What follows belongs to an exercise in optimizing a design on an open flow for small area and a short achievable clock period; a production flow would make more cautious choices. Function was checked by simulation only, so behaviour that the tests miss may differ from the original. Power and IR drop assume default switching activity.

==> run a: inputs <==
## ex2_1
module ex2_1 (
  input               clk, rst, validi,
  input        [31:0] data_in,
  output logic        valido,
  output logic [31:0] data_out
);
  logic        h1, h2;
  always_ff @(posedge clk or posedge rst) begin
    if (rst) begin
      h1     <= 1'b0;
      h2     <= 1'b0;
      valido <= 1'b0;
    end else begin
      h1     <= validi;
      h2     <= h1;
      valido <= validi & h1 & h2;
    end
  end
  logic [31:0] xa;
  logic [15:0] one, two, neg;
  wire  [32:0] be = {xa, 1'b0};
  always_ff @(posedge clk) begin
    xa <= data_in;
    for (int i = 0; i < 16; i++) begin
      one[i] <= be[2*i+1] ^ be[2*i];
      two[i] <= (be[2*i+2] & ~be[2*i+1] & ~be[2*i]) | (~be[2*i+2] & be[2*i+1] & be[2*i]);
      neg[i] <= be[2*i+2] & ~(be[2*i+1] & be[2*i]);
    end
  end
  logic [46:0] q_r;
  wire  [46:0] q_d;
  ex2_1_tree u_tree (.xa(xa), .one(one), .two(two), .neg(neg), .data_in(data_in), .q(q_d));
  always_ff @(posedge clk) q_r <= q_d;
  ...
clock: 10.0 ns
lec_check: 0
cap_margin: 20
core_margin: 2
core_utilization: 40
slew_margin: 20
tns_end_percent: 5
standard.sh (not shown) runs the stock make flow with config.mk's settings and CLKGATE_MAP_FILE= SYNTH_SCRIPT=/design/flow/synth_recipe.tcl, a recipe that flattens the netlist after the stock synthesis.
==> flow/flow/run.sh <==
#!/bin/bash
# The standard layout (standard.sh), with two changes:
#  - after the standard synthesis, fapol.py removes inverters between full-adder
#    cells by choosing the polarity each full adder computes in (a full adder is
#    self-dual); registers and everything else are left as synthesis made them;
#  - port buffers start as the smallest buffer (repair sizes them up as needed);
#  - repair_timing is asked for a larger setup margin.
set -e
NET=$PWD/orfs/results/sky130hd/ex2_1/base/1_2_yosys.v
bash standard.sh $NET > synth.log 2>&1
cp $NET 1_2_yosys.orig.v
python3 flow/fapol.py 1_2_yosys.orig.v $NET > fapol.log 2>&1
export SETUP_SLACK_MARGIN=5.5
export BUFFER_PORTS_ARGS="-buffer_cell sky130_fd_sc_hd__buf_1"
bash standard.sh > standard.log 2>&1
Other scripts of this flow, unchanged in this note and not shown: flow/flow/fapol.py
==> inputs of run b, as changes to run a <==
--- a/flow/flow/run.sh
+++ b/flow/flow/run.sh
@@ -13,3 +13,3 @@
 export SETUP_SLACK_MARGIN=5.5
-export BUFFER_PORTS_ARGS="-buffer_cell sky130_fd_sc_hd__buf_1"
+export BUFFER_PORTS_ARGS="-buffer_cell sky130_fd_sc_hd__buf_2"
 bash standard.sh > standard.log 2>&1
==> inputs of run c, as changes to run a <==
--- a/flow/flow/run.sh
+++ b/flow/flow/run.sh
@@ -12,3 +12,3 @@
 python3 flow/fapol.py 1_2_yosys.orig.v $NET > fapol.log 2>&1
-export SETUP_SLACK_MARGIN=5.5
+export SETUP_SLACK_MARGIN=5.2
 export BUFFER_PORTS_ARGS="-buffer_cell sky130_fd_sc_hd__buf_1"
--- a/flow/config.mk
+++ b/flow/config.mk
@@ -11,2 +11,2 @@
 export SLEW_MARGIN = 20
-export TNS_END_PERCENT = 5
+export TNS_END_PERCENT = 20
==> inputs of run d, as changes to run a <==
--- a/flow/flow/run.sh
+++ b/flow/flow/run.sh
@@ -12,3 +12,3 @@
 python3 flow/fapol.py 1_2_yosys.orig.v $NET > fapol.log 2>&1
-export SETUP_SLACK_MARGIN=5.5
+export SETUP_SLACK_MARGIN=5.8
 export BUFFER_PORTS_ARGS="-buffer_cell sky130_fd_sc_hd__buf_1"
==> run notes <==
metric                                                                run a           run c           run d           run b
Outcome                                                      finished clean  finished clean  finished clean  finished clean
Instance count after placement with tap cells included                1,886           1,886           1,886           1,882
Routing usage on met2                                                0.3908          0.3887          0.3908          0.4007
Capturing element of the worst setup path                      data_out[31]    data_out[26]    data_out[31]    data_out[28]
Maximum fanout along the worst path                                       7               4               7               4
Launching instance or port of the critical path                       xa[1]           xa[0]           xa[1]           xa[0]
Relative contribution of combinational cells to total power           0.770           0.762           0.770           0.765
Internal Power                                                     3.513 mW        3.522 mW        3.513 mW        3.596 mW
Part of the power in registers                                        0.138           0.140           0.138           0.139
End of the worst register-to-register path                          q_r[20]         q_r[26]         q_r[20]         q_r[30]
Leakage power total                                                6.627 nW        6.716 nW        6.627 nW        6.752 nW
Utilization after layout                                             0.4511          0.4581          0.4511          0.4513
Met2 wire length                                                  21,560 µm       21,230 µm       21,560 µm       21,680 µm
Met3 routing resource usage after global routing                    0.05020         0.04866         0.05020         0.04046
Clock-cell share                                                    0.03439         0.03557         0.03439         0.03589
Share of cell area taken by multi-input logic gates                  0.6961          0.6899          0.6961          0.6958

==> afterwards: timing with drivers on the ports <==
Ports are ideal in the flow. The routed layouts listed here were re-timed in OpenROAD.
Step 1 assumes that a clkbuf_16 drives the clock port and a buf_2 every other input.
Step 2, shift: input delay + t, output delay - t, t = (earliest + latest rising clock arrival at the registers) / 2. This alone moves slack from input paths to output paths.
Three values: no drivers, after step 1, after step 2; two values: the first two.
run	t, ns	setup WS [ns]	worst slew at a driven data input, ns
run a	0.502	4.882 / 4.828 / 5.075	0.05
run b	0.502	4.913 / 4.860 / 4.921	0.05
run c	0.503	4.842 / 4.790 / 4.840	0.04
run d	0.502	4.882 / 4.828 / 5.075	0.05
After both steps setup and hold are still met in every run listed. The setup slack of run c, which loses most, moves by -0.052 ns with the drivers and by -0.002 ns with both steps.
